What follows belongs to an exercise in optimizing a design on an open flow for small area, a short achievable clock period and few clock cycles; a production flow would make more cautious choices. Function was checked by simulation only, so behaviour that the tests miss may differ from the original. Power is estimated from default activity; no workload was simulated.

Setup of lagoon:
==> flow/design.v <==
module RA1SH(Q, CLK, CEN, WEN, A, D, OEN);
output reg [7:0] Q;
input CLK, CEN, WEN, OEN;
input [7:0] A;
input [7:0] D;
reg [7:0] mem [0:255];
always @(posedge CLK) begin
	if (!CEN) begin
		if (!WEN) mem[A] <= D;
		else Q <= mem[A];
	end
end
endmodule
module MS(
	rst_n,
	clk,
	in_valid,
	maze,
	player_x,
	player_y,
	prize_x_1,
	prize_y_1,
	prize_x_2,
	prize_y_2,
	prize_x_3,
	prize_y_3,
	out_valid,
	out_x,
	out_y
);
input rst_n, clk, in_valid;
input [14:0] maze;
input [3:0] player_x, player_y;
input [3:0] prize_x_1, prize_y_1;
input [3:0] prize_x_2, prize_y_2;
input [3:0] prize_x_3, prize_y_3;
output reg out_valid;
output reg [3:0] out_x, out_y;
localparam ST_IDLE  = 3'd0,
           ST_LOAD  = 3'd1,
           ST_INJ   = 3'd2,
           ST_FLOOD = 3'd3,
           ST_CHASE = 3'd4,
           ST_WAIT  = 3'd5;
reg [2:0] st;
reg [3:0] cnt;
reg [2:0] remc;     
reg [2:0] pend;     
reg       clrf;     
reg       sv;       
reg       ij;
reg [3:0] jx, jy;   
reg [3:0] sx, sy;   
reg [5:0] ci;       
reg [7:0] cr, cc;   
reg       sRA, sFA, sRB, sFB;
reg [3:0] qx1, qy1, qx2, qy2, qx3, qy3;
reg       wact, wstart;
reg [2:0] remw;     
reg [3:0] wx, wy;
reg [1:0] wd;
reg [1:0] fm [0:7];
reg [2:0] wp, rp;
reg [3:0] fc;
reg [55:0] hw, vw;
wire [6:0] hrow = {maze[13], maze[11], maze[9], maze[7], maze[5], maze[3], maze[1]};
wire [7:0] vrow = {maze[14], maze[12], maze[10], maze[8], maze[6], maze[4], maze[2], maze[0]};
wire idl = (st == ST_IDLE) || (st == ST_WAIT);
wire ldh = idl || (st == ST_LOAD && !cnt[0]);
wire ldv = idl || (st == ST_LOAD && cnt[0]);
always @(posedge clk) begin
	if (ldh) hw <= {hrow, hw[55:7]};
	if (ldv) vw <= {vrow, vw[55:8]};
end
wire [2:0] pfirst = pend[0] ? 3'b001 : pend[1] ? 3'b010 : 3'b100;
wire pgo = (st == ST_INJ) || (st == ST_LOAD && cnt >= 4'd2);
wire s_hp = jx[0];
wire s_vp = jy[0];
wire s_nd = ~jx[0] & ~jy[0];
wire [7:0] ca = 8'b1 << jx[3:1];
wire [7:0] ra = 8'b1 << jy[3:1];
wire [7:0] cb = s_hp ? {ca[6:0], 1'b0} : (s_vp ? ca : 8'b0);
wire [7:0] rb = s_vp ? {ra[6:0], 1'b0} : ra;
wire fl = (st == ST_FLOOD);
reg [63:0] R, F, D0, D1;
genvar gi, gj;
generate
for (gj = 0; gj < 8; gj = gj + 1) begin : row
	for (gi = 0; gi < 8; gi = gi + 1) begin : col
		localparam integer N = gj * 8 + gi;
		wire nr = (gi < 7) ? (~hw[(gj*7+gi) % 56]   & R[(N+1) % 64]) : 1'b0;
		wire nl = (gi > 0) ? (~hw[(gj*7+gi+55) % 56] & R[(N+63) % 64]) : 1'b0;
		wire nd = (gj < 7) ? (~vw[(gj*8+gi) % 56]   & R[(N+8) % 64]) : 1'b0;
		wire nu = (gj > 0) ? (~vw[(gj*8+gi+48) % 56] & R[(N+56) % 64]) : 1'b0;
		wire er = nr & ~F[(N+1) % 64];
		wire el = nl & ~F[(N+63) % 64];
		wire ed = nd & ~F[(N+8) % 64];
		wire eu = nu & ~F[(N+56) % 64];
		wire anye = er | el | ed | eu;
		wire anyn = nr | nl | nd | nu;
		wire sr = anye ? er : nr;
		wire sl = anye ? el : nl;
		wire sd = anye ? ed : nd;
		wire nax = ~(sr | sl);
		wire nng = nax ? ~sd : sl;
		wire isA = ca[gi] & ra[gj];
		wire isB = cb[gi] & rb[gj];
		wire Rb = R[N] & ~clrf_j;
		wire Fb = F[N] & ~clrf_j;
		always @(posedge clk) begin
			if (ij) begin
				if (isA & s_nd) begin
					R[N] <= 1'b1; F[N] <= 1'b0;
				end else if ((isA | isB) & ~s_nd & ~Rb) begin
					R[N] <= 1'b1; F[N] <= 1'b1;
					D0[N] <= s_vp; D1[N] <= isB;
				end else begin
					R[N] <= Rb; F[N] <= Fb;
				end
			end else if (fl) begin
				if (~R[N] & anyn) begin
					R[N] <= 1'b1; F[N] <= ~anye;
					D0[N] <= nax; D1[N] <= nng;
				end else begin
					F[N] <= 1'b0;
				end
			end
		end
	end
end
endgenerate
reg clrf_j;
wire s_pv = sy[0];
wire s_node = ~sx[0] & ~sy[0];
wire [5:0] ciB = {sy[3:1] + {2'b00, sy[0]}, sx[3:1] + {2'b00, sx[0]}};
wire goA = sRA & (~sRB | ~sFA);
wire [7:0] crB = s_pv ? {cr[6:0], 1'b0} : cr;
wire [7:0] ccB = s_pv ? cc : {cc[6:0], 1'b0};
function sel64;    
	input [63:0] v;
	input [7:0] r, c;
	integer j;
	begin
		sel64 = 1'b0;
		for (j = 0; j < 8; j = j + 1)
			sel64 = sel64 | (r[j] & |(v[j*8 +: 8] & c));
	end
endfunction
wire sdet = sv & (s_node ? sRA : (sRA | sRB));
wire [1:0] cd = {sel64(D0, cr, cc), sel64(D1, cr, cc)};
wire [2:0] cxp = cd[0] ? ci[2:0] - 3'd1 : ci[2:0] + 3'd1;
wire [2:0] cyp = cd[0] ? ci[5:3] - 3'd1 : ci[5:3] + 3'd1;
wire [5:0] cnext = cd[1] ? {cyp, ci[2:0]} : {ci[5:3], cxp};
function [1:0] pend_at;    
	input [5:0] n;
	input [3:0] x, y;
	begin
		pend_at[1] = ~x[0] & ~y[0] & (n == {y[3:1], x[3:1]});
		pend_at[0] = (x[0] | y[0]) & ((n == {y[3:1], x[3:1]}) ||
		             (n == {y[3:1] + {2'b00, y[0]}, x[3:1] + {2'b00, x[0]}}));
	end
endfunction
wire [1:0] e1 = pend_at(ci, qx1, qy1);
wire [1:0] e2 = pend_at(ci, qx2, qy2);
wire [1:0] e3 = pend_at(ci, qx3, qy3);
wire [2:0] fnode = remc & {e3[1], e2[1], e1[1]};
wire [2:0] fpass = remc & {e3[0], e2[0], e1[0]};
wire [2:0] fid = (|fnode) ? fnode : fpass;
wire found = |fid;
wire [2:0] remc_n = remc & ~fid;
wire [3:0] fx = fid[0] ? qx1 : fid[1] ? qx2 : qx3;
wire [3:0] fy = fid[0] ? qy1 : fid[1] ? qy2 : qy3;
wire full = fc[3];
wire chase = (st == ST_CHASE);
wire c_push = chase & ~(|fnode) & ~full;
wire c_fin = chase & ((|fnode) | ((|fpass) & ~full));
wire d_push = (st == ST_FLOOD) & sdet & ~s_node & ~full;
wire d_go = (st == ST_FLOOD) & sdet & (s_node | ~full);
wire push = c_push | d_push;
wire [1:0] pdat = chase ? cd : {s_pv, goA};
wire w_node = ~wx[0] & ~wy[0];
wire m1 = remw[0] && wx == qx1 && wy == qy1;
wire m2 = remw[1] && wx == qx2 && wy == qy2;
wire m3 = remw[2] && wx == qx3 && wy == qy3;
wire [2:0] mv = {m3, m2, m1};
wire match = wact & (m1 | m2 | m3);
wire [2:0] remw_n = remw & ~mv;
wire last = match & (remw_n == 3'b000);
wire need_pop = w_node | match | wstart;
wire [1:0] fhead = fm[rp];
wire move = wact & ~last & (need_pop ? (fc != 4'd0) : 1'b1);
wire pop = move & need_pop;
wire [1:0] mdir = need_pop ? fhead : wd;
wire [3:0] nx = mdir[1] ? wx : (mdir[0] ? wx - 4'd1 : wx + 4'd1);
wire [3:0] ny = mdir[1] ? (mdir[0] ? wy - 4'd1 : wy + 4'd1) : wy;
wire start = in_valid && (st != ST_LOAD);
always @(posedge clk) begin
	sRA <= sel64(R, cr, cc); sFA <= sel64(F, cr, cc);
	sRB <= sel64(R, crB, ccB); sFB <= sel64(F, crB, ccB);
	if (push) fm[wp] <= pdat;
end
always @(posedge clk or negedge rst_n) begin
	if (!rst_n) begin
		st <= ST_IDLE;
		cnt <= 4'd0;
		remc <= 3'b000;
		remw <= 3'b000;
		pend <= 3'b000;
		clrf <= 1'b0;
		ij <= 1'b0;
		sv <= 1'b0;
		wact <= 1'b0;
		wstart <= 1'b0;
		wp <= 3'd0;
		rp <= 3'd0;
		fc <= 4'd0;
		out_valid <= 1'b0;
	end else begin
		out_valid <= move;
		sv <= ((st == ST_FLOOD) || (st == ST_LOAD)) && !ij;
		ij <= 1'b0;
		if (pgo && pend != 3'b000) begin
			ij <= 1'b1;
			pend <= pend & ~pfirst;
			clrf <= 1'b0;
		end
		if (push) wp <= wp + 3'd1;
		if (pop) rp <= rp + 3'd1;
		fc <= fc + {3'b000, push} - {3'b000, pop};
		if (move) wstart <= 1'b0;
		if (match && (move || last)) remw <= remw_n;
		if (last) wact <= 1'b0;
		if (start) begin
			st <= ST_LOAD;
			cnt <= 4'd1;
			remc <= 3'b111;
			remw <= 3'b111;
			pend <= 3'b111;
			clrf <= 1'b1;
			wact <= 1'b0;
			wp <= 3'd0;
			rp <= 3'd0;
			fc <= 4'd0;
		end else begin
			case (st)
			ST_LOAD: begin
				cnt <= cnt + 4'd1;
				if (cnt == 4'd1) begin
					out_valid <= 1'b1;
					wstart <= 1'b1;
				end
				if (cnt == 4'd14) begin
					st <= ST_FLOOD;
					wact <= 1'b1;
				end
			end
			ST_INJ: begin
				if ((pend & ~pfirst) == 3'b000) st <= ST_FLOOD;
			end
			ST_FLOOD: begin
				if (d_go) st <= ST_CHASE;
			end
			ST_CHASE: begin
				if (c_fin) begin
					remc <= remc_n;
					if (remc_n == 3'b000) st <= ST_WAIT;
					else begin
						st <= ST_INJ;
						pend <= remc_n;
						clrf <= 1'b1;
					end
				end
			end
			ST_WAIT: ;
			default: st <= ST_IDLE;
			endcase
		end
	end
end
always @(posedge clk) begin
	if (pgo) begin
		jx <= pfirst[0] ? qx1 : pfirst[1] ? qx2 : qx3;
		jy <= pfirst[0] ? qy1 : pfirst[1] ? qy2 : qy3;
		clrf_j <= clrf;
	end
	if (st == ST_LOAD) begin
		qx1 <= prize_x_1; qy1 <= prize_y_1;
		qx2 <= prize_x_2; qy2 <= prize_y_2;
		qx3 <= prize_x_3; qy3 <= prize_y_3;
	end
	if (st == ST_LOAD && cnt == 4'd1) begin
		sx <= player_x; sy <= player_y;
		ci <= {player_y[3:1], player_x[3:1]};
		cr <= 8'b1 << player_y[3:1];
		cc <= 8'b1 << player_x[3:1];
	end else if (d_go) begin
		if (!s_node && !goA) begin
			ci <= ciB;
			cr <= crB;
			cc <= ccB;
		end
	end else if (c_fin) begin
		sx <= fx; sy <= fy;
		ci <= {fy[3:1], fx[3:1]};
		cr <= 8'b1 << fy[3:1];
		cc <= 8'b1 << fx[3:1];
	end else if (c_push) begin
		ci <= cnext;
		if (cd[1]) cr <= cd[0] ? {1'b0, cr[7:1]} : {cr[6:0], 1'b0};
		else       cc <= cd[0] ? {1'b0, cc[7:1]} : {cc[6:0], 1'b0};
	end
	if (st == ST_LOAD && cnt == 4'd1) begin
		wx <= player_x; wy <= player_y;
		out_x <= player_x; out_y <= player_y;
	end else if (move) begin
		wx <= nx; wy <= ny;
		wd <= mdir;
		out_x <= nx; out_y <= ny;
	end else begin
		out_x <= 4'd0; out_y <= 4'd0;
	end
end
endmodule
Settings: LEC_CHECK=0, CAP_MARGIN=20, CORE_MARGIN=2, CORE_UTILIZATION=40, SLEW_MARGIN=20, SYNTH_MEMORY_MAX_BITS=8192; clock period 12.0 ns.
run.sh (not shown) runs the stock make flow with config.mk's settings and CLKGATE_MAP_FILE= SYNTH_SCRIPT=/design/flow/synth_recipe.tcl, a recipe that flattens the netlist after the stock synthesis.
Testbench counts of lagoon, summed over its fixed seeds: cycles 6,564.
Inputs modified between lagoon and onyx:
--- a/flow/design.v
+++ b/flow/design.v
@@ -50,11 +50,10 @@
 reg       sv;       
 reg       ij;
 reg [3:0] jx, jy;   
 reg [3:0] sx, sy;   
 reg [5:0] ci;       
-reg [7:0] cr, cc;   
 reg       sRA, sFA, sRB, sFB;
 reg [3:0] qx1, qy1, qx2, qy2, qx3, qy3;
 reg       wact, wstart;
 reg [2:0] remw;     
 reg [3:0] wx, wy;
@@ -132,24 +131,12 @@
 reg clrf_j;
 wire s_pv = sy[0];
 wire s_node = ~sx[0] & ~sy[0];
 wire [5:0] ciB = {sy[3:1] + {2'b00, sy[0]}, sx[3:1] + {2'b00, sx[0]}};
 wire goA = sRA & (~sRB | ~sFA);
-wire [7:0] crB = s_pv ? {cr[6:0], 1'b0} : cr;
-wire [7:0] ccB = s_pv ? cc : {cc[6:0], 1'b0};
-function sel64;    
-	input [63:0] v;
-	input [7:0] r, c;
-	integer j;
-	begin
-		sel64 = 1'b0;
-		for (j = 0; j < 8; j = j + 1)
-			sel64 = sel64 | (r[j] & |(v[j*8 +: 8] & c));
-	end
-endfunction
 wire sdet = sv & (s_node ? sRA : (sRA | sRB));
-wire [1:0] cd = {sel64(D0, cr, cc), sel64(D1, cr, cc)};
+wire [1:0] cd = {D0[ci], D1[ci]};
 wire [2:0] cxp = cd[0] ? ci[2:0] - 3'd1 : ci[2:0] + 3'd1;
 wire [2:0] cyp = cd[0] ? ci[5:3] - 3'd1 : ci[5:3] + 3'd1;
 wire [5:0] cnext = cd[1] ? {cyp, ci[2:0]} : {ci[5:3], cxp};
 function [1:0] pend_at;    
 	input [5:0] n;
@@ -193,12 +180,12 @@
 wire [1:0] mdir = need_pop ? fhead : wd;
 wire [3:0] nx = mdir[1] ? wx : (mdir[0] ? wx - 4'd1 : wx + 4'd1);
 wire [3:0] ny = mdir[1] ? (mdir[0] ? wy - 4'd1 : wy + 4'd1) : wy;
 wire start = in_valid && (st != ST_LOAD);
 always @(posedge clk) begin
-	sRA <= sel64(R, cr, cc); sFA <= sel64(F, cr, cc);
-	sRB <= sel64(R, crB, ccB); sFB <= sel64(F, crB, ccB);
+	sRA <= R[ci]; sFA <= F[ci];
+	sRB <= R[ciB]; sFB <= F[ciB];
 	if (push) fm[wp] <= pdat;
 end
 always @(posedge clk or negedge rst_n) begin
 	if (!rst_n) begin
 		st <= ST_IDLE;
@@ -289,27 +276,17 @@
 		qx3 <= prize_x_3; qy3 <= prize_y_3;
 	end
 	if (st == ST_LOAD && cnt == 4'd1) begin
 		sx <= player_x; sy <= player_y;
 		ci <= {player_y[3:1], player_x[3:1]};
-		cr <= 8'b1 << player_y[3:1];
-		cc <= 8'b1 << player_x[3:1];
 	end else if (d_go) begin
-		if (!s_node && !goA) begin
-			ci <= ciB;
-			cr <= crB;
-			cc <= ccB;
-		end
+		if (!s_node && !goA) ci <= ciB;
 	end else if (c_fin) begin
 		sx <= fx; sy <= fy;
 		ci <= {fy[3:1], fx[3:1]};
-		cr <= 8'b1 << fy[3:1];
-		cc <= 8'b1 << fx[3:1];
 	end else if (c_push) begin
 		ci <= cnext;
-		if (cd[1]) cr <= cd[0] ? {1'b0, cr[7:1]} : {cr[6:0], 1'b0};
-		else       cc <= cd[0] ? {1'b0, cc[7:1]} : {cc[6:0], 1'b0};
 	end
 	if (st == ST_LOAD && cnt == 4'd1) begin
 		wx <= player_x; wy <= player_y;
 		out_x <= player_x; out_y <= player_y;
 	end else if (move) begin
## What came out
onyx | status: complete | timing, DRC, antenna: pass
Relative to lagoon, the required time of the worst setup path of onyx is lower by 0.02 ns.
| total power after layout | onyx vs lagoon | 0.96 mW higher |
Worst slack at placement ends up higher on lagoon.
Lower cell total after placement goes to onyx over lagoon.
Against lagoon, layout clock buffer count in onyx rose by a little under 10%.
Cmp onyx vs lagoon: post-synthesis to final-layout area growth higher in onyx
Changes observed in onyx relative to lagoon: maximum frequency has decreased, cell area increased 0.94%, combined area of all synthesized cells increased 0.38%, relative slew slack increased by 0.55 points relative to the old numbers.
Looking at worst setup path startpoint, the wy[0] result is from lagoon; the ci[0] one comes from onyx.
From lagoon to onyx the numbers moved as follows: register-to-register setup slack down 0.51 ns; final cell count shows a reduction of 3.2%; number of instances in the synthesized netlist shows a reduction of 200.
Testbench counts of onyx, summed over its fixed seeds: cycles 6,564.

[re-timing with driven ports]
The flow's constraints put no driver on any port. The routed layouts listed below were extracted and timed again, unchanged, in two steps.
Step 1, drivers: a clkbuf_16 drives clk and a buf_2 each remaining input, both assumed.
Step 2, shift: input delay + t, output delay - t, t = (earliest + latest rising clock arrival at the registers) / 2. This alone moves slack from input paths to output paths.
Three values: no drivers, after step 1, after step 2; two values: the first two.
| run | t (ns) | slack for setup (ns) | latest minus earliest clock arrival (ns) | worst register clock-pin slew, ns | pins driven straight from the clock port |
|---|---|---|---|---|---|
| lagoon | 0.706 | 7.631 / 7.631 / 7.454 | 0.035 / 0.035 | 0.07 / 0.07 | 1 |
| onyx | 0.691 | 7.122 / 7.122 / 7.122 | 0.028 / 0.027 | 0.07 / 0.07 | 1 |
After both steps setup and hold are still met in every run listed. The setup slack of lagoon, which loses most, moves by 0.000 ns with the drivers and by -0.177 ns with both steps.
